Source: an optimization exercise on an open RTL-to-GDS flow (aim: small area and few clock cycles per item). Production flows keep margins and buffers that such runs may drop. For this run, only the layout was checked, not whether the RTL still works.

==> flow/design.v <==
module MyDesign (dut_run, dut_busy, reset_b, clk, dut_sram_write_address,
		 dut_sram_write_data, dut_sram_write_enable,
		 dut_sram_read_address,	sram_dut_read_data,
		 dut_wmem_read_address, wmem_dut_read_data);
input clk;
input signed [15:0] sram_dut_read_data, wmem_dut_read_data;
input dut_run, reset_b;
output signed [15:0] dut_sram_write_data;
output [11:0] dut_sram_write_address;
output dut_sram_write_enable;
output [11:0] dut_sram_read_address, dut_wmem_read_address;
output dut_busy;
localparam [2:0] IDLE = 3'd0, HDR = 3'd1, SZ = 3'd2, PR = 3'd3, RUN = 3'd4,
	RUN1 = 3'd5, RUN2 = 3'd6;
reg [2:0] st;
reg [11:0] xa, wa, xb, oa;
reg [6:0] col;           
reg [7:0] row;           
reg [4:0] s8;            
reg [1:0] ph;            
reg m8, m4;              
reg xn, wn;              
reg r4;                  
reg lc, l2, we;
reg [15:0] xo_r, wo_r;
reg [21:0] acc;
wire [21:0] acc_next;
wire [15:0] X = sram_dut_read_data;
wire [15:0] Wd = wmem_dut_read_data;
wire d8 = X[3] | Wd[3];
wire d4 = ~d8 & (X[2] | Wd[2]);
wire dxn = d8 ? ~X[3] : (d4 & ~X[2]);
wire dwn = d8 ? ~Wd[3] : (d4 & ~Wd[2]);
wire dr4 = d8 & ((~X[2] & ~X[3]) | (~Wd[2] & ~Wd[3]));
wire ib8 = (st == PR) ? d8 : m8;
wire ib4 = (st == PR) ? d4 : m4;
wire ixn = (st == PR) ? dxn : xn;
wire iwn = (st == PR) ? dwn : wn;
wire ir4 = (st == PR) ? dr4 : r4;
wire nlast = ~(ixn | iwn) | (ir4 ? (ph == 2'd3) : ph[0]);
wire [6:0] lh = ib8 ? 7'd1 : ib4 ? 7'd2 : 7'd4;    
wire row_end = (col == lh);
wire layer_end = row_end & (row == 8'd1);
wire stepping = (st == PR) | st[2];
wire is_end = &X[7:0];
wire clr = ~reset_b | ((st == SZ) & is_end);
wire hdr_step = ((st == IDLE) & dut_run) | (st == HDR) | (st == SZ);
wire rewind = stepping & row_end & ~layer_end;
wire x_inc = hdr_step | (stepping & (~ixn | nlast));
wire w_inc = hdr_step | (stepping & (~iwn | nlast));
wire [11:0] xa1 = xa + {11'd0, x_inc};
always @(posedge clk) begin
	xa <= clr ? 12'd0 : rewind ? xb : xa1;
	wa <= clr ? 12'd0 : wa + {11'd0, w_inc};
	if (st == SZ)
		xb <= xa1;
	if (!reset_b) begin
		st <= IDLE;
		lc <= 1'b0;
		l2 <= 1'b0;
		we <= 1'b0;
	end else begin
		lc <= stepping & row_end;
		l2 <= lc;
		we <= l2;
		case (st)
		IDLE: if (dut_run) st <= SZ;
		HDR: st <= SZ;
		SZ: st <= is_end ? IDLE : PR;
		default: st <= layer_end ? HDR : (st == PR) ? RUN1 : (st == RUN1) ? RUN2 : RUN;
		endcase
	end
end
always @(posedge clk) begin
	if (st == SZ) begin
		s8 <= X[7:3];
		row <= X[7:0];
		col <= X[7:1];
	end else begin
		row <= row - {7'd0, row_end};
		col <= row_end ? {s8, 2'b00} : col - lh;
	end
	if (st == PR) begin
		m8 <= d8;
		m4 <= d4;
		xn <= dxn;
		wn <= dwn;
		r4 <= dr4;
	end
	ph <= stepping ? ph + 2'd1 : 2'd0;
	xo_r <= xo;
	wo_r <= wo;
	oa <= (st == IDLE) ? 12'd0 : oa + {11'd0, we};
	acc <= acc_next;
end
wire m2 = ~m8 & ~m4;
wire [1:0] ph_c = ph - 2'd1;   
wire first_t = we | (st == RUN2);
wire [21:0] acc_in = first_t ? 22'd0 : acc;
wire [15:0] xo, wo;
mpnn_steer u_steer (.X(X), .Wd(Wd), .m8(m8), .m4(m4), .m2(m2), .xn(xn), .wn(wn),
	.r4(r4), .ph_c(ph_c), .xo(xo), .wo(wo));
  wire mo_82 = m8 | m2;
  wire mo_42 = m4 | m2;
  wire mo_84 = m8 | m4;
  wire pp_0_0_0 = (xo_r[0] & wo_r[0]) & m8;
  wire pp_0_0_1 = (xo_r[0] & wo_r[1]) & m8;
  wire pp_0_0_2 = (xo_r[0] & wo_r[2]) & m8;
  wire pp_0_0_3 = (xo_r[0] & wo_r[3]) & m8;
  wire pp_0_0_4 = (xo_r[0] & wo_r[4]) & mo_84;
  wire pp_0_0_5 = (xo_r[0] & wo_r[5]) & mo_84;
  wire pp_0_0_6 = (xo_r[0] & wo_r[6]);
  wire pp_0_0_7 = ~(xo_r[0] & wo_r[7]);
  wire pp_0_1_0 = (xo_r[1] & wo_r[0]) & m8;
  wire pp_0_1_1 = (xo_r[1] & wo_r[1]) & m8;
  wire pp_0_1_2 = (xo_r[1] & wo_r[2]) & m8;
  wire pp_0_1_3 = (xo_r[1] & wo_r[3]) & m8;
  wire pp_0_1_4 = (xo_r[1] & wo_r[4]) & mo_84;
  wire pp_0_1_5 = (xo_r[1] & wo_r[5]) & mo_84;
  wire pp_0_1_6 = (xo_r[1] & wo_r[6]) ? mo_84 : m2;
  wire pp_0_1_7 = (xo_r[1] & wo_r[7]) ? m2 : mo_84;
  wire pp_0_2_0 = (xo_r[2] & wo_r[0]) & m8;
  wire pp_0_2_1 = (xo_r[2] & wo_r[1]) & m8;
  wire pp_0_2_2 = (xo_r[2] & wo_r[2]) & m8;
  wire pp_0_2_3 = (xo_r[2] & wo_r[3]) & m8;
  wire pp_0_2_4 = (xo_r[2] & wo_r[4]);
  wire pp_0_2_5 = (xo_r[2] & wo_r[5]) ? mo_84 : m2;
  wire pp_0_2_6 = (xo_r[2] & wo_r[6]) & mo_84;
  wire pp_0_2_7 = ~(xo_r[2] & wo_r[7]) & mo_84;
  wire pp_0_3_0 = (xo_r[3] & wo_r[0]) & m8;
  wire pp_0_3_1 = (xo_r[3] & wo_r[1]) & m8;
  wire pp_0_3_2 = (xo_r[3] & wo_r[2]) & m8;
  wire pp_0_3_3 = (xo_r[3] & wo_r[3]) & m8;
  wire pp_0_3_4 = (xo_r[3] & wo_r[4]) ? m8 : mo_42;
  wire pp_0_3_5 = (xo_r[3] & wo_r[5]) ? mo_82 : m4;
  wire pp_0_3_6 = (xo_r[3] & wo_r[6]) ? m8 : m4;
  wire pp_0_3_7 = (xo_r[3] & wo_r[7]) ? m4 : m8;
  wire pp_0_4_0 = (xo_r[4] & wo_r[0]) & mo_84;
  wire pp_0_4_1 = (xo_r[4] & wo_r[1]) & mo_84;
  wire pp_0_4_2 = (xo_r[4] & wo_r[2]);
  wire pp_0_4_3 = (xo_r[4] & wo_r[3]) ? m8 : mo_42;
  wire pp_0_4_4 = (xo_r[4] & wo_r[4]) & m8;
  wire pp_0_4_5 = (xo_r[4] & wo_r[5]) & m8;
  wire pp_0_4_6 = (xo_r[4] & wo_r[6]) & m8;
  wire pp_0_4_7 = ~(xo_r[4] & wo_r[7]) & m8;
  wire pp_0_5_0 = (xo_r[5] & wo_r[0]) & mo_84;
  wire pp_0_5_1 = (xo_r[5] & wo_r[1]) & mo_84;
  wire pp_0_5_2 = (xo_r[5] & wo_r[2]) ? mo_84 : m2;
  wire pp_0_5_3 = (xo_r[5] & wo_r[3]) ? mo_82 : m4;
  wire pp_0_5_4 = (xo_r[5] & wo_r[4]) & m8;
  wire pp_0_5_5 = (xo_r[5] & wo_r[5]) & m8;
  wire pp_0_5_6 = (xo_r[5] & wo_r[6]) & m8;
  wire pp_0_5_7 = ~(xo_r[5] & wo_r[7]) & m8;
  wire pp_0_6_0 = (xo_r[6] & wo_r[0]);
  wire pp_0_6_1 = (xo_r[6] & wo_r[1]) ? mo_84 : m2;
  wire pp_0_6_2 = (xo_r[6] & wo_r[2]) & mo_84;
  wire pp_0_6_3 = (xo_r[6] & wo_r[3]) ? m8 : m4;
  wire pp_0_6_4 = (xo_r[6] & wo_r[4]) & m8;
  wire pp_0_6_5 = (xo_r[6] & wo_r[5]) & m8;
  wire pp_0_6_6 = (xo_r[6] & wo_r[6]) & m8;
  wire pp_0_6_7 = ~(xo_r[6] & wo_r[7]) & m8;
  wire pp_0_7_0 = ~(xo_r[7] & wo_r[0]);
  wire pp_0_7_1 = (xo_r[7] & wo_r[1]) ? m2 : mo_84;
  wire pp_0_7_2 = ~(xo_r[7] & wo_r[2]) & mo_84;
  wire pp_0_7_3 = (xo_r[7] & wo_r[3]) ? m4 : m8;
  wire pp_0_7_4 = ~(xo_r[7] & wo_r[4]) & m8;
  wire pp_0_7_5 = ~(xo_r[7] & wo_r[5]) & m8;
  wire pp_0_7_6 = ~(xo_r[7] & wo_r[6]) & m8;
  wire pp_0_7_7 = (xo_r[7] & wo_r[7]) & m8;
  wire pp_1_0_0 = (xo_r[8] & wo_r[8]) & m8;
  wire pp_1_0_1 = (xo_r[8] & wo_r[9]) & m8;
  wire pp_1_0_2 = (xo_r[8] & wo_r[10]) & m8;
  wire pp_1_0_3 = (xo_r[8] & wo_r[11]) & m8;
  wire pp_1_0_4 = (xo_r[8] & wo_r[12]) & mo_84;
  wire pp_1_0_5 = (xo_r[8] & wo_r[13]) & mo_84;
  wire pp_1_0_6 = (xo_r[8] & wo_r[14]);
  wire pp_1_0_7 = ~(xo_r[8] & wo_r[15]);
  wire pp_1_1_0 = (xo_r[9] & wo_r[8]) & m8;
  wire pp_1_1_1 = (xo_r[9] & wo_r[9]) & m8;
  wire pp_1_1_2 = (xo_r[9] & wo_r[10]) & m8;
  wire pp_1_1_3 = (xo_r[9] & wo_r[11]) & m8;
  wire pp_1_1_4 = (xo_r[9] & wo_r[12]) & mo_84;
  wire pp_1_1_5 = (xo_r[9] & wo_r[13]) & mo_84;
  wire pp_1_1_6 = (xo_r[9] & wo_r[14]) ? mo_84 : m2;
  wire pp_1_1_7 = (xo_r[9] & wo_r[15]) ? m2 : mo_84;
  wire pp_1_2_0 = (xo_r[10] & wo_r[8]) & m8;
  wire pp_1_2_1 = (xo_r[10] & wo_r[9]) & m8;
  wire pp_1_2_2 = (xo_r[10] & wo_r[10]) & m8;
  wire pp_1_2_3 = (xo_r[10] & wo_r[11]) & m8;
  wire pp_1_2_4 = (xo_r[10] & wo_r[12]);
  wire pp_1_2_5 = (xo_r[10] & wo_r[13]) ? mo_84 : m2;
  wire pp_1_2_6 = (xo_r[10] & wo_r[14]) & mo_84;
  wire pp_1_2_7 = ~(xo_r[10] & wo_r[15]) & mo_84;
  wire pp_1_3_0 = (xo_r[11] & wo_r[8]) & m8;
  wire pp_1_3_1 = (xo_r[11] & wo_r[9]) & m8;
  wire pp_1_3_2 = (xo_r[11] & wo_r[10]) & m8;
  wire pp_1_3_3 = (xo_r[11] & wo_r[11]) & m8;
  wire pp_1_3_4 = (xo_r[11] & wo_r[12]) ? m8 : mo_42;
  wire pp_1_3_5 = (xo_r[11] & wo_r[13]) ? mo_82 : m4;
  wire pp_1_3_6 = (xo_r[11] & wo_r[14]) ? m8 : m4;
  wire pp_1_3_7 = (xo_r[11] & wo_r[15]) ? m4 : m8;
  wire pp_1_4_0 = (xo_r[12] & wo_r[8]) & mo_84;
  wire pp_1_4_1 = (xo_r[12] & wo_r[9]) & mo_84;
  wire pp_1_4_2 = (xo_r[12] & wo_r[10]);
  wire pp_1_4_3 = (xo_r[12] & wo_r[11]) ? m8 : mo_42;
  wire pp_1_4_4 = (xo_r[12] & wo_r[12]) & m8;
  wire pp_1_4_5 = (xo_r[12] & wo_r[13]) & m8;
  wire pp_1_4_6 = (xo_r[12] & wo_r[14]) & m8;
  wire pp_1_4_7 = ~(xo_r[12] & wo_r[15]) & m8;
  wire pp_1_5_0 = (xo_r[13] & wo_r[8]) & mo_84;
  wire pp_1_5_1 = (xo_r[13] & wo_r[9]) & mo_84;
  wire pp_1_5_2 = (xo_r[13] & wo_r[10]) ? mo_84 : m2;
  wire pp_1_5_3 = (xo_r[13] & wo_r[11]) ? mo_82 : m4;
  wire pp_1_5_4 = (xo_r[13] & wo_r[12]) & m8;
  wire pp_1_5_5 = (xo_r[13] & wo_r[13]) & m8;
  wire pp_1_5_6 = (xo_r[13] & wo_r[14]) & m8;
  wire pp_1_5_7 = ~(xo_r[13] & wo_r[15]) & m8;
  wire pp_1_6_0 = (xo_r[14] & wo_r[8]);
  wire pp_1_6_1 = (xo_r[14] & wo_r[9]) ? mo_84 : m2;
  wire pp_1_6_2 = (xo_r[14] & wo_r[10]) & mo_84;
  wire pp_1_6_3 = (xo_r[14] & wo_r[11]) ? m8 : m4;
  wire pp_1_6_4 = (xo_r[14] & wo_r[12]) & m8;
  wire pp_1_6_5 = (xo_r[14] & wo_r[13]) & m8;
  wire pp_1_6_6 = (xo_r[14] & wo_r[14]) & m8;
  wire pp_1_6_7 = ~(xo_r[14] & wo_r[15]) & m8;
  wire pp_1_7_0 = ~(xo_r[15] & wo_r[8]);
  wire pp_1_7_1 = (xo_r[15] & wo_r[9]) ? m2 : mo_84;
  wire pp_1_7_2 = ~(xo_r[15] & wo_r[10]) & mo_84;
  wire pp_1_7_3 = (xo_r[15] & wo_r[11]) ? m4 : m8;
  wire pp_1_7_4 = ~(xo_r[15] & wo_r[12]) & m8;
  wire pp_1_7_5 = ~(xo_r[15] & wo_r[13]) & m8;
  wire pp_1_7_6 = ~(xo_r[15] & wo_r[14]) & m8;
  wire pp_1_7_7 = (xo_r[15] & wo_r[15]) & m8;
  wire k_9 = m8;
  wire k_10 = m4;
  wire k_11 = m2;
  wire k_12 = m2;
  wire k_13 = mo_42;
  wire k_14 = mo_42;
  wire k_15 = mo_42;
  wire k_16 = 1'b1;
  wire k_17 = 1'b1;
  wire k_18 = 1'b1;
  wire k_19 = 1'b1;
  wire k_20 = 1'b1;
  wire k_21 = 1'b1;
  wire t1, t2;
  mpnn_fa u_t1 (.a(pp_0_0_6), .b(pp_0_1_5), .c(pp_0_2_4), .s(t1), .co(t2));
  wire t3, t4;
  mpnn_fa u_t3 (.a(pp_0_0_7), .b(pp_0_1_6), .c(pp_0_2_5), .s(t3), .co(t4));
  wire t5, t6;
  mpnn_fa u_t5 (.a(pp_0_3_4), .b(pp_0_4_3), .c(pp_0_5_2), .s(t5), .co(t6));
  wire t7, t8;
  mpnn_ha u_t7 (.a(pp_0_6_1), .b(pp_0_7_0), .s(t7), .co(t8));
  wire t9, t10;
  mpnn_fa u_t9 (.a(pp_0_1_7), .b(pp_0_2_6), .c(pp_0_3_5), .s(t9), .co(t10));
  wire t11, t12;
  mpnn_fa u_t11 (.a(pp_0_4_4), .b(pp_0_5_3), .c(pp_0_6_2), .s(t11), .co(t12));
  wire t13, t14;
  mpnn_ha u_t13 (.a(pp_0_7_1), .b(pp_1_1_7), .s(t13), .co(t14));
  wire t15, t16;
  mpnn_fa u_t15 (.a(pp_0_2_7), .b(pp_0_3_6), .c(pp_0_4_5), .s(t15), .co(t16));
  wire t17, t18;
  mpnn_fa u_t17 (.a(pp_0_5_4), .b(pp_0_6_3), .c(pp_0_7_2), .s(t17), .co(t18));
  wire t19, t20;
  mpnn_ha u_t19 (.a(pp_0_3_7), .b(pp_0_4_6), .s(t19), .co(t20));
  wire t21, t22;
  mpnn_fa u_t21 (.a(pp_0_0_4), .b(pp_0_1_3), .c(pp_0_2_2), .s(t21), .co(t22));
  wire t23, t24;
  mpnn_fa u_t23 (.a(pp_0_0_5), .b(pp_0_1_4), .c(pp_0_2_3), .s(t23), .co(t24));
  wire t25, t26;
  mpnn_fa u_t25 (.a(pp_0_3_2), .b(pp_0_4_1), .c(pp_0_5_0), .s(t25), .co(t26));
  wire t27, t28;
  mpnn_ha u_t27 (.a(pp_1_0_5), .b(pp_1_1_4), .s(t27), .co(t28));
  wire t29, t30;
  mpnn_fa u_t29 (.a(pp_0_3_3), .b(pp_0_4_2), .c(pp_0_5_1), .s(t29), .co(t30));
  wire t31, t32;
  mpnn_fa u_t31 (.a(pp_0_6_0), .b(pp_1_0_6), .c(pp_1_1_5), .s(t31), .co(t32));
  wire t33, t34;
  mpnn_fa u_t33 (.a(pp_1_2_4), .b(pp_1_3_3), .c(pp_1_4_2), .s(t33), .co(t34));
  wire t35, t36;
  mpnn_ha u_t35 (.a(pp_1_5_1), .b(pp_1_6_0), .s(t35), .co(t36));
  wire t37, t38;
  mpnn_fa u_t37 (.a(pp_1_0_7), .b(pp_1_1_6), .c(pp_1_2_5), .s(t37), .co(t38));
  wire t39, t40;
  mpnn_fa u_t39 (.a(pp_1_3_4), .b(pp_1_4_3), .c(pp_1_5_2), .s(t39), .co(t40));
  wire t41, t42;
  mpnn_fa u_t41 (.a(pp_1_6_1), .b(pp_1_7_0), .c(acc_in[7]), .s(t41), .co(t42));
  wire t43, t44;
  mpnn_fa u_t43 (.a(t2), .b(t3), .c(t5), .s(t43), .co(t44));
  wire t45, t46;
  mpnn_fa u_t45 (.a(pp_1_2_6), .b(pp_1_3_5), .c(pp_1_4_4), .s(t45), .co(t46));
  wire t47, t48;
  mpnn_fa u_t47 (.a(pp_1_5_3), .b(pp_1_6_2), .c(pp_1_7_1), .s(t47), .co(t48));
  wire t49, t50;
  mpnn_fa u_t49 (.a(acc_in[8]), .b(t4), .c(t6), .s(t49), .co(t50));
  wire t51, t52;
  mpnn_fa u_t51 (.a(t8), .b(t9), .c(t11), .s(t51), .co(t52));
  wire t53, t54;
  mpnn_fa u_t53 (.a(pp_1_2_7), .b(pp_1_3_6), .c(pp_1_4_5), .s(t53), .co(t54));
  wire t55, t56;
  mpnn_fa u_t55 (.a(pp_1_5_4), .b(pp_1_6_3), .c(pp_1_7_2), .s(t55), .co(t56));
  wire t57, t58;
  mpnn_fa u_t57 (.a(k_9), .b(acc_in[9]), .c(t10), .s(t57), .co(t58));
  wire t59, t60;
  mpnn_fa u_t59 (.a(t12), .b(t14), .c(t15), .s(t59), .co(t60));
  wire t61, t62;
  mpnn_fa u_t61 (.a(pp_0_5_5), .b(pp_0_6_4), .c(pp_0_7_3), .s(t61), .co(t62));
  wire t63, t64;
  mpnn_fa u_t63 (.a(pp_1_3_7), .b(pp_1_4_6), .c(pp_1_5_5), .s(t63), .co(t64));
  wire t65, t66;
  mpnn_fa u_t65 (.a(pp_1_6_4), .b(pp_1_7_3), .c(k_10), .s(t65), .co(t66));
  wire t67, t68;
  mpnn_fa u_t67 (.a(acc_in[10]), .b(t16), .c(t18), .s(t67), .co(t68));
  wire t69, t70;
  mpnn_fa u_t69 (.a(pp_0_4_7), .b(pp_0_5_6), .c(pp_0_6_5), .s(t69), .co(t70));
  wire t71, t72;
  mpnn_fa u_t71 (.a(pp_0_7_4), .b(pp_1_4_7), .c(pp_1_5_6), .s(t71), .co(t72));
  wire t73, t74;
  mpnn_fa u_t73 (.a(pp_1_6_5), .b(pp_1_7_4), .c(k_11), .s(t73), .co(t74));
  wire t75, t76;
  mpnn_fa u_t75 (.a(pp_0_5_7), .b(pp_0_6_6), .c(pp_0_7_5), .s(t75), .co(t76));
  wire t77, t78;
  mpnn_ha u_t77 (.a(pp_0_0_2), .b(pp_0_1_1), .s(t77), .co(t78));
  wire t79, t80;
  mpnn_fa u_t79 (.a(pp_0_0_3), .b(pp_0_1_2), .c(pp_0_2_1), .s(t79), .co(t80));
  wire t81, t82;
  mpnn_fa u_t81 (.a(pp_0_3_0), .b(pp_1_0_3), .c(pp_1_1_2), .s(t81), .co(t82));
  wire t83, t84;
  mpnn_fa u_t83 (.a(pp_0_3_1), .b(pp_0_4_0), .c(pp_1_0_4), .s(t83), .co(t84));
  wire t85, t86;
  mpnn_fa u_t85 (.a(pp_1_1_3), .b(pp_1_2_2), .c(pp_1_3_1), .s(t85), .co(t86));
  wire t87, t88;
  mpnn_ha u_t87 (.a(pp_1_4_0), .b(acc_in[4]), .s(t87), .co(t88));
  wire t89, t90;
  mpnn_fa u_t89 (.a(pp_1_2_3), .b(pp_1_3_2), .c(pp_1_4_1), .s(t89), .co(t90));
  wire t91, t92;
  mpnn_fa u_t91 (.a(pp_1_5_0), .b(acc_in[5]), .c(t22), .s(t91), .co(t92));
  wire t93, t94;
  mpnn_fa u_t93 (.a(t23), .b(t25), .c(t27), .s(t93), .co(t94));
  wire t95, t96;
  mpnn_fa u_t95 (.a(acc_in[6]), .b(t1), .c(t24), .s(t95), .co(t96));
  wire t97, t98;
  mpnn_fa u_t97 (.a(t26), .b(t28), .c(t29), .s(t97), .co(t98));
  wire t99, t100;
  mpnn_fa u_t99 (.a(t31), .b(t33), .c(t35), .s(t99), .co(t100));
  wire t101, t102;
  mpnn_fa u_t101 (.a(t7), .b(t30), .c(t32), .s(t101), .co(t102));
  wire t103, t104;
  mpnn_fa u_t103 (.a(t34), .b(t36), .c(t37), .s(t103), .co(t104));
  wire t105, t106;
  mpnn_fa u_t105 (.a(t39), .b(t41), .c(t43), .s(t105), .co(t106));
  wire t107, t108;
  mpnn_fa u_t107 (.a(t13), .b(t38), .c(t40), .s(t107), .co(t108));
  wire t109, t110;
  mpnn_fa u_t109 (.a(t42), .b(t44), .c(t45), .s(t109), .co(t110));
  wire t111, t112;
  mpnn_fa u_t111 (.a(t47), .b(t49), .c(t51), .s(t111), .co(t112));
  wire t113, t114;
  mpnn_fa u_t113 (.a(t17), .b(t46), .c(t48), .s(t113), .co(t114));
  wire t115, t116;
  mpnn_fa u_t115 (.a(t50), .b(t52), .c(t53), .s(t115), .co(t116));
  wire t117, t118;
  mpnn_fa u_t117 (.a(t55), .b(t57), .c(t59), .s(t117), .co(t118));
  wire t119, t120;
  mpnn_fa u_t119 (.a(t19), .b(t54), .c(t56), .s(t119), .co(t120));
  wire t121, t122;
  mpnn_fa u_t121 (.a(t58), .b(t60), .c(t61), .s(t121), .co(t122));
  wire t123, t124;
  mpnn_fa u_t123 (.a(t63), .b(t65), .c(t67), .s(t123), .co(t124));
  wire t125, t126;
  mpnn_fa u_t125 (.a(acc_in[11]), .b(t20), .c(t62), .s(t125), .co(t126));
  wire t127, t128;
  mpnn_fa u_t127 (.a(t64), .b(t66), .c(t68), .s(t127), .co(t128));
  wire t129, t130;
  mpnn_fa u_t129 (.a(t69), .b(t71), .c(t73), .s(t129), .co(t130));
  wire t131, t132;
  mpnn_fa u_t131 (.a(pp_1_5_7), .b(pp_1_6_6), .c(pp_1_7_5), .s(t131), .co(t132));
  wire t133, t134;
  mpnn_fa u_t133 (.a(k_12), .b(acc_in[12]), .c(t70), .s(t133), .co(t134));
  wire t135, t136;
  mpnn_fa u_t135 (.a(t72), .b(t74), .c(t75), .s(t135), .co(t136));
  wire t137, t138;
  mpnn_fa u_t137 (.a(pp_0_6_7), .b(pp_0_7_6), .c(pp_1_6_7), .s(t137), .co(t138));
  wire t139, t140;
  mpnn_fa u_t139 (.a(pp_1_7_6), .b(k_13), .c(acc_in[13]), .s(t139), .co(t140));
  wire t141, t142;
  mpnn_ha u_t141 (.a(pp_0_0_1), .b(pp_0_1_0), .s(t141), .co(t142));
  wire t143, t144;
  mpnn_fa u_t143 (.a(pp_0_2_0), .b(pp_1_0_2), .c(pp_1_1_1), .s(t143), .co(t144));
  wire t145, t146;
  mpnn_ha u_t145 (.a(pp_1_2_0), .b(acc_in[2]), .s(t145), .co(t146));
  wire t147, t148;
  mpnn_fa u_t147 (.a(pp_1_2_1), .b(pp_1_3_0), .c(acc_in[3]), .s(t147), .co(t148));
  wire t149, t150;
  mpnn_fa u_t149 (.a(t78), .b(t79), .c(t81), .s(t149), .co(t150));
  wire t151, t152;
  mpnn_fa u_t151 (.a(t21), .b(t80), .c(t82), .s(t151), .co(t152));
  wire t153, t154;
  mpnn_fa u_t153 (.a(t83), .b(t85), .c(t87), .s(t153), .co(t154));
  wire t155, t156;
  mpnn_fa u_t155 (.a(t84), .b(t86), .c(t88), .s(t155), .co(t156));
  wire t157, t158;
  mpnn_fa u_t157 (.a(t89), .b(t91), .c(t93), .s(t157), .co(t158));
  wire t159, t160;
  mpnn_fa u_t159 (.a(t90), .b(t92), .c(t94), .s(t159), .co(t160));
  wire t161, t162;
  mpnn_fa u_t161 (.a(t95), .b(t97), .c(t99), .s(t161), .co(t162));
  wire t163, t164;
  mpnn_fa u_t163 (.a(t96), .b(t98), .c(t100), .s(t163), .co(t164));
  wire t165, t166;
  mpnn_fa u_t165 (.a(t101), .b(t103), .c(t105), .s(t165), .co(t166));
  wire t167, t168;
  mpnn_fa u_t167 (.a(t102), .b(t104), .c(t106), .s(t167), .co(t168));
  wire t169, t170;
  mpnn_fa u_t169 (.a(t107), .b(t109), .c(t111), .s(t169), .co(t170));
  wire t171, t172;
  mpnn_fa u_t171 (.a(t108), .b(t110), .c(t112), .s(t171), .co(t172));
  wire t173, t174;
  mpnn_fa u_t173 (.a(t113), .b(t115), .c(t117), .s(t173), .co(t174));
  wire t175, t176;
  mpnn_fa u_t175 (.a(t114), .b(t116), .c(t118), .s(t175), .co(t176));
  wire t177, t178;
  mpnn_fa u_t177 (.a(t119), .b(t121), .c(t123), .s(t177), .co(t178));
  wire t179, t180;
  mpnn_fa u_t179 (.a(t120), .b(t122), .c(t124), .s(t179), .co(t180));
  wire t181, t182;
  mpnn_fa u_t181 (.a(t125), .b(t127), .c(t129), .s(t181), .co(t182));
  wire t183, t184;
  mpnn_fa u_t183 (.a(t126), .b(t128), .c(t130), .s(t183), .co(t184));
  wire t185, t186;
  mpnn_fa u_t185 (.a(t131), .b(t133), .c(t135), .s(t185), .co(t186));
  wire t187, t188;
  mpnn_fa u_t187 (.a(t76), .b(t132), .c(t134), .s(t187), .co(t188));
  wire t189, t190;
  mpnn_fa u_t189 (.a(t136), .b(t137), .c(t139), .s(t189), .co(t190));
  wire t191, t192;
  mpnn_fa u_t191 (.a(pp_0_7_7), .b(pp_1_7_7), .c(k_14), .s(t191), .co(t192));
  wire t193, t194;
  mpnn_fa u_t193 (.a(acc_in[14]), .b(t138), .c(t140), .s(t193), .co(t194));
  wire t195, t196;
  mpnn_ha u_t195 (.a(pp_1_0_1), .b(pp_1_1_0), .s(t195), .co(t196));
  wire t197, t198;
  mpnn_fa u_t197 (.a(t77), .b(t142), .c(t143), .s(t197), .co(t198));
  wire t199, t200;
  mpnn_fa u_t199 (.a(t144), .b(t146), .c(t147), .s(t199), .co(t200));
  wire t201, t202;
  mpnn_fa u_t201 (.a(t148), .b(t150), .c(t151), .s(t201), .co(t202));
  wire t203, t204;
  mpnn_fa u_t203 (.a(t152), .b(t154), .c(t155), .s(t203), .co(t204));
  wire t205, t206;
  mpnn_fa u_t205 (.a(t156), .b(t158), .c(t159), .s(t205), .co(t206));
  wire t207, t208;
  mpnn_fa u_t207 (.a(t160), .b(t162), .c(t163), .s(t207), .co(t208));
  wire t209, t210;
  mpnn_fa u_t209 (.a(t164), .b(t166), .c(t167), .s(t209), .co(t210));
  wire t211, t212;
  mpnn_fa u_t211 (.a(t168), .b(t170), .c(t171), .s(t211), .co(t212));
  wire t213, t214;
  mpnn_fa u_t213 (.a(t172), .b(t174), .c(t175), .s(t213), .co(t214));
  wire t215, t216;
  mpnn_fa u_t215 (.a(t176), .b(t178), .c(t179), .s(t215), .co(t216));
  wire t217, t218;
  mpnn_fa u_t217 (.a(t180), .b(t182), .c(t183), .s(t217), .co(t218));
  wire t219, t220;
  mpnn_fa u_t219 (.a(t184), .b(t186), .c(t187), .s(t219), .co(t220));
  wire t221, t222;
  mpnn_fa u_t221 (.a(t188), .b(t190), .c(t191), .s(t221), .co(t222));
  wire t223, t224;
  mpnn_fa u_t223 (.a(k_15), .b(acc_in[15]), .c(t192), .s(t223), .co(t224));
  wire t225, t226;
  mpnn_ha u_t225 (.a(pp_0_0_0), .b(pp_1_0_0), .s(t225), .co(t226));
  wire t227, t228;
  mpnn_fa u_t227 (.a(acc_in[1]), .b(t141), .c(t195), .s(t227), .co(t228));
  wire t229, t230;
  mpnn_fa u_t229 (.a(t145), .b(t196), .c(t197), .s(t229), .co(t230));
  wire t231, t232;
  mpnn_fa u_t231 (.a(t149), .b(t198), .c(t199), .s(t231), .co(t232));
  wire t233, t234;
  mpnn_fa u_t233 (.a(t153), .b(t200), .c(t201), .s(t233), .co(t234));
  wire t235, t236;
  mpnn_fa u_t235 (.a(t157), .b(t202), .c(t203), .s(t235), .co(t236));
  wire t237, t238;
  mpnn_fa u_t237 (.a(t161), .b(t204), .c(t205), .s(t237), .co(t238));
  wire t239, t240;
  mpnn_fa u_t239 (.a(t165), .b(t206), .c(t207), .s(t239), .co(t240));
  wire t241, t242;
  mpnn_fa u_t241 (.a(t169), .b(t208), .c(t209), .s(t241), .co(t242));
  wire t243, t244;
  mpnn_fa u_t243 (.a(t173), .b(t210), .c(t211), .s(t243), .co(t244));
  wire t245, t246;
  mpnn_fa u_t245 (.a(t177), .b(t212), .c(t213), .s(t245), .co(t246));
  wire t247, t248;
  mpnn_fa u_t247 (.a(t181), .b(t214), .c(t215), .s(t247), .co(t248));
  wire t249, t250;
  mpnn_fa u_t249 (.a(t185), .b(t216), .c(t217), .s(t249), .co(t250));
  wire t251, t252;
  mpnn_fa u_t251 (.a(t189), .b(t218), .c(t219), .s(t251), .co(t252));
  wire t253, t254;
  mpnn_fa u_t253 (.a(t193), .b(t220), .c(t221), .s(t253), .co(t254));
  wire t255, t256;
  mpnn_fa u_t255 (.a(t194), .b(t222), .c(t223), .s(t255), .co(t256));
  wire t257, t258;
  mpnn_fa u_t257 (.a(k_16), .b(acc_in[16]), .c(t224), .s(t257), .co(t258));
  wire t259, t260;
  mpnn_ha u_t259 (.a(k_17), .b(acc_in[17]), .s(t259), .co(t260));
  wire t261, t262;
  mpnn_ha u_t261 (.a(k_18), .b(acc_in[18]), .s(t261), .co(t262));
  wire t263, t264;
  mpnn_ha u_t263 (.a(k_19), .b(acc_in[19]), .s(t263), .co(t264));
  wire t265, t266;
  mpnn_ha u_t265 (.a(k_20), .b(acc_in[20]), .s(t265), .co(t266));
  wire t267, t268;
  mpnn_ha u_t267 (.a(k_21), .b(acc_in[21]), .s(t267), .co(t268));
  wire t269, t270;
  mpnn_ha u_t269 (.a(acc_in[0]), .b(t225), .s(t269), .co(t270));
  wire t271, t272;
  mpnn_fa u_t271 (.a(t226), .b(t227), .c(t270), .s(t271), .co(t272));
  wire t273, t274;
  mpnn_fa u_t273 (.a(t228), .b(t229), .c(t272), .s(t273), .co(t274));
  wire [21:0] row_a = {t266, t264, t262, t260, t258, t256, t254, t252, t250, t248, t246, t244, t242, t240, t238, t236, t234, t232, t230, t273, t271, t269};
  wire [21:0] row_b = {t267, t265, t263, t261, t259, t257, t255, t253, t251, t249, t247, t245, t243, t241, t239, t237, t235, t233, t231, 1'b0, 1'b0, 1'b0};
  assign acc_next[21:3] = row_a[21:3] + row_b[21:3] + {18'd0, t274};
  assign acc_next[2:0] = row_a[2:0];
assign dut_sram_read_address = xa;
assign dut_wmem_read_address = wa;
assign dut_sram_write_address = oa;
assign dut_sram_write_enable = we;
assign dut_sram_write_data = ({16{m8}} & acc[15:0]) | ({16{m4}} & acc[19:4]) | ({16{m2}} & acc[21:6]);
assign dut_busy = (st != IDLE) | we;
endmodule
module mpnn_fa (a, b, c, s, co);
input a, b, c;
output s, co;
assign s = a ^ b ^ c;
assign co = (a & b) | (a & c) | (b & c);
endmodule
module mpnn_ha (a, b, s, co);
input a, b;
output s, co;
assign s = a ^ b;
assign co = a & b;
endmodule
module mpnn_steer (X, Wd, m8, m4, m2, xn, wn, r4, ph_c, xo, wo);
input [15:0] X, Wd;
input m8, m4, m2, xn, wn, r4;
input [1:0] ph_c;
output [15:0] xo, wo;
wire xfull = ~xn;                  
wire x84 = m8 & xn & ~r4, x82 = m8 & xn & r4, x42 = m4 & xn;
wire wfull8 = m8 & ~wn, wfull4 = m4 & ~wn;
wire w84 = m8 & wn & ~r4, w82 = m8 & wn & r4, w42 = m4 & wn;
function [15:0] sp84; input [7:0] g; sp84 = {{4{g[7]}}, g[7:4], {4{g[3]}}, g[3:0]}; endfunction
function [15:0] sp82; input [3:0] g; sp82 = {{6{g[3]}}, g[3:2], {6{g[1]}}, g[1:0]}; endfunction
function [15:0] sp42; input [7:0] g; sp42 = {{2{g[7]}}, g[7:6], {2{g[5]}}, g[5:4], {2{g[3]}}, g[3:2], {2{g[1]}}, g[1:0]}; endfunction
function [15:0] mir4; input [15:0] v; mir4 = {v[11:8], v[15:12], v[3:0], v[7:4]}; endfunction
function [15:0] mir2; input [15:0] v; mir2 = {v[9:8], v[11:10], v[13:12], v[15:14], v[1:0], v[3:2], v[5:4], v[7:6]}; endfunction
wire [7:0] gx8 = ph_c[0] ? X[15:8] : X[7:0];
wire [3:0] gx4 = ph_c[1] ? (ph_c[0] ? X[15:12] : X[11:8]) : (ph_c[0] ? X[7:4] : X[3:0]);
wire [7:0] gw8 = ph_c[0] ? Wd[15:8] : Wd[7:0];
wire [3:0] gw4 = ph_c[1] ? (ph_c[0] ? Wd[15:12] : Wd[11:8]) : (ph_c[0] ? Wd[7:4] : Wd[3:0]);
assign xo = ({16{xfull}} & X) | ({16{x84}} & sp84(gx8)) | ({16{x82}} & sp82(gx4)) | ({16{x42}} & sp42(gx8));
assign wo = ({16{wfull8}} & Wd) | ({16{wfull4}} & mir4(Wd)) | ({16{m2}} & mir2(Wd))
  | ({16{w84}} & sp84(gw8)) | ({16{w82}} & sp82(gw4)) | ({16{w42}} & mir4(sp42(gw8)));
endmodule
==> flow/flow/run.sh <==
#!/bin/bash
# Layout flow: the standard flow (standard.sh, all ORFS steps) with these
# changes: synthesis maps adders with Yosys's own Brent-Kung carry logic
# instead of ORFS's Kogge-Stone map (SYNTH_OPERATIONS_ARGS set, so the
# -extra-map is not added); the port buffers that global placement puts on
# every input and output use the smallest buffer cell; clock tree synthesis
# uses clkbuf_8 buffers and adds no dummy loads.
set -o pipefail
export SYNTH_OPERATIONS_ARGS="-noshare"
export BUFFER_PORTS_ARGS="-buffer_cell sky130_fd_sc_hd__buf_1"
export CTS_ARGS="-sink_clustering_enable -repair_clock_nets -buf_list sky130_fd_sc_hd__clkbuf_8 -dont_use_dummy_load"
bash standard.sh > standard.log 2>&1
==> flow/standard.sh <==
#!/bin/bash
# synth_recipe.tcl (not shown) runs the flow's synth.tcl, then flattens the netlist and writes it again
# the make line also repeats each setting of config.mk as NAME=value (left out here)
make -C /OpenROAD-flow-scripts/flow DESIGN_CONFIG=/design/flow/config.mk WORK_HOME=/design/flow/orfs CLKGATE_MAP_FILE= SYNTH_SCRIPT=/design/flow/synth_recipe.tcl "${@:-finish}"
==> flow/config.mk <==
export PLATFORM = sky130hd
export DESIGN_NAME = MyDesign
export DESIGN_NICKNAME = MyDesign
export VERILOG_FILES = /design/flow/design.v
export SDC_FILE = /design/flow/constraint.sdc
export NUM_CORES = 4
export LEC_CHECK = 0
export CAP_MARGIN = 20
export CORE_MARGIN = 2
export CORE_UTILIZATION = 40
export SLEW_MARGIN = 20
export SYNTH_HIERARCHICAL = 1
export SYNTH_MINIMUM_KEEP_SIZE = 0
==> flow/constraint.sdc <==
create_clock -name core_clock -period 6.0 [get_ports {clk}]
set_input_delay 1.2000 -clock core_clock [delete_from_list [all_inputs] [get_ports {clk}]]
set_output_delay 1.2000 -clock core_clock [all_outputs]
set_load 0.01 [all_outputs]
==> qor.yml <==
status: "no timing/DRC/antenna violations"
pin_count: 89
initial_utilization_pct: 40.46
gp_congestion: 0.9072
clock.fmax_ghz: 0.1724
grt_pass1_vias: 7859
arrival_ps: 6130
cts_sinks: 135
grt_use_total_pct: 19.63
clock_latency_ps: 450
rows: 59
synth_compound_area_share_pct: 11.45
report.final.slew_viol_count: 0
finalCritPeriodShare_pct: 96.69
r2r_cells: 17
synthAdderAreaFrac_pct: 32.93
drive_gt1_share_pct: 8.456
synth_top_family_by_area: "adder cells"
yosys.area_share.simple_pct: 16.52
area_delta_synth_final_pct: 11.09
drt_first_pass_iters: 8
layout.nets: 1321
htreeDepth: 4
endpoint_kind: "flop"
antenna_found_initial: 2
yosys-top-cells-area: "fa_1 25%, dfxtp_1 23%, ha_1 7.7%"
stdcell_area_mm2: 0.01161
setup-violations-final: 0
clk_pin_slew_ps: 80
clock_path_buffers: 2
netlist.area_leader.share_pct: 25.28
n_fill_cell: 2457
synth_ff_type: "dfxtp_1"
synth_warnings: 8
ant_nets: 0
post_drt_wl_per_cell_um: 18.59
maxCapViolCount: 0
drc: 0
critical_path_class: "flop to flop"
synth.most_common_cell: "fa_1"
hold_path_depth: 1
grt_pass1_wl_um: 42840
synth_area_mm2: 0.01046
avgSynthCellArea_um2: 10.47
hold_viol_final: 0
relSlewSlack_pct: 27.50
dieArea_mm2: 0.02745
path_max_fanout: 11
r2r-start: "m4"
port_buffers: 88
yosysUniqueCellTypes: 63
numCtsBuffers: 17
setup.worst_path.start: "m4"
synth_xor_xnor_area_share_pct: 3.602
required_ps: 6330
cts_hold_buffers: 0
hold_start: "l2"
muxShareOfSynthArea_pct: 4.691
synth_largest_area_cell: "fa_1"
holdWs_ps: 438.3
synth_commonest_cells: "132 x fa_1, 118 x dfxtp_1, 112 x nand2_1"
grt_max_degree: 64
via_per_inst: 5.426
netlist_instances: 999
vias: 7726
synth_edf_count: 17
finalClockSkew_ps: 49.32
rsz0062_at_grt: "false"
dp_hpwl_um: 20070
die_x_um: 165.7
start_kind: "flop"
dpl_cell_area_mm2: 0.01123
period_needed_ps: 5802
min_path_type: "flop to flop"
fin_util_pct: 44.95
drt_iter0_markers: 600
gr-total-overflow: 0
cts_root_buf: "clkbuf_8"
wl_um: 26480
tritoncts: "built"
synth-seq-cells: 135
worstMarginPinSlew_ps: 1085
dieHeight_um: 165.7
async_reset_ff_share_pct: 0
tns_ps: 0
core_area_mm2: 0.02584
yosysSeqAreaShare_pct: 27.48
cells by family (layout without fill, tap and decap cells):
| group | count (synthesis) | count (layout) |
|---|---|---|
| AND/OR/NAND/NOR | 337 | 337 |
| adder cells (fa/ha/maj) | 196 | 196 |
| AO/OA/AOI/OAI | 168 | 168 |
| flip-flops | 135 | 135 |
| buffers and inverters | 83 | 167 |
| XOR/XNOR | 43 | 43 |
| multiplexers | 36 | 36 |
| other | 1 | 7 |
critical path: stages, from the launching register on:
cell and delay (ps):
dfxtp_2 400, or2_1 210, clkinv_4 170, xnor2_2 210, fa_1 470, fa_1 570
fa_1 440, fa_2 360, fa_1 530, fa_1 420, ha_1 330, a21o_2 250
a211oi_4 320, o31ai_4 150, a21o_1 190, a21o_1 170, fa_1 370, xor2_1 160
registers in the layout, indices dropped and copies added, names as in the netlist, 5 cells and up:
name and flops:
wo_r 16, xo_r 16, wa 12, oa 12, acc 22, col 7, s8 5, xa 12
row 8, xb 12
metrics by stage:
step                instances  setup slack, ps
finish                   1424            198.3
global route             1424            2.869
CTS                      1419            54.53
detailed placement       1402            31.17
global placement         1402            168.5
floorplan                1004            94.85
per-module statistics from Yosys, one instance, submodules excluded:
module,cells inside,area (um^2)
MyDesign,722,6753
mpnn_ha,1,12.51
mpnn_steer,140,1087
mpnn_fa,1,20.02
per-layer routing:
metal	wire, um	GRT usage [%]
met1	12160	27.76
met5	0	0
met2	12480	31.64
met4	381	4.159
met3	1454	3.608
worst paths after layout:
check / endpoint / slack [ps]
hold / removal: we / 440
setup / recovery: acc[18] / 200
hold reg to reg: we / 440
setup reg to reg: acc[18] / 200
cell type report:
cell class              instances  area [um^2]  area share (%)
well taps                     335        419.2           3.609
inverters                      35        136.4           1.174
clock buffers                  17        234.0           2.014
repair buffers                115        609.3           5.246
flip-flops and latches        135         2879           24.79
diodes                          1        2.502         0.02154
multi-input cells             786         7335           63.15
timing repair:
action | CTS | global route
setup buffers | 0 | 2
setup endpoints to repair | 0 | 4
resized for setup | 0 | 18
cells in the final DEF (no fill, tap or decap), types with 6 or more instances in the layout:
cell	n
a31oi_1	6
ha_1	63
clkbuf_8	17
buf_1	88
o21a_1	8
nor2b_1	13
dfxtp_1	115
o21ai_1	12
fa_1	128
a222oi_1	16
o21ai_0	19
mux2i_1	16
xnor2_1	25
and3_1	89
mux2_2	12
a22oi_1	16
inv_1	33
nor3_1	8
a21boi_0	12
conb_1	6
and2_1	41
xor2_1	15
o211ai_1	7
a21o_2	6
nand2_1	112
buf_4	21
nor2_1	43
a21oi_1	34
edfxtp_1	17
a21o_1	8
nand3_1	7

re-timing with driven ports:
No port has a modelled driver above. Below, the same layout with a new extraction and two added sets of constraints.
Step 1: set_driving_cell puts a clkbuf_16 on clk and a buf_2 on each other input, an assumption about the parent block.
Step 2 moves the port delays by t, midway between the first and last clock arrival at a register: inputs arrive t later, outputs are due t later. That takes back most of the time a late clock gives input paths.
a / b / c = ideal / step 1 / step 2; a / b = the first two.
t (ns): 0.473
slack for setup (ns): 0.198 / 0.198 / 0.198
worst setup path at the end: register to register
pins driven straight from the clock port: 1
After both steps setup and hold are still met in this run. The setup slack of this run moves by 0.000 ns with the drivers and by 0.000 ns with both steps.
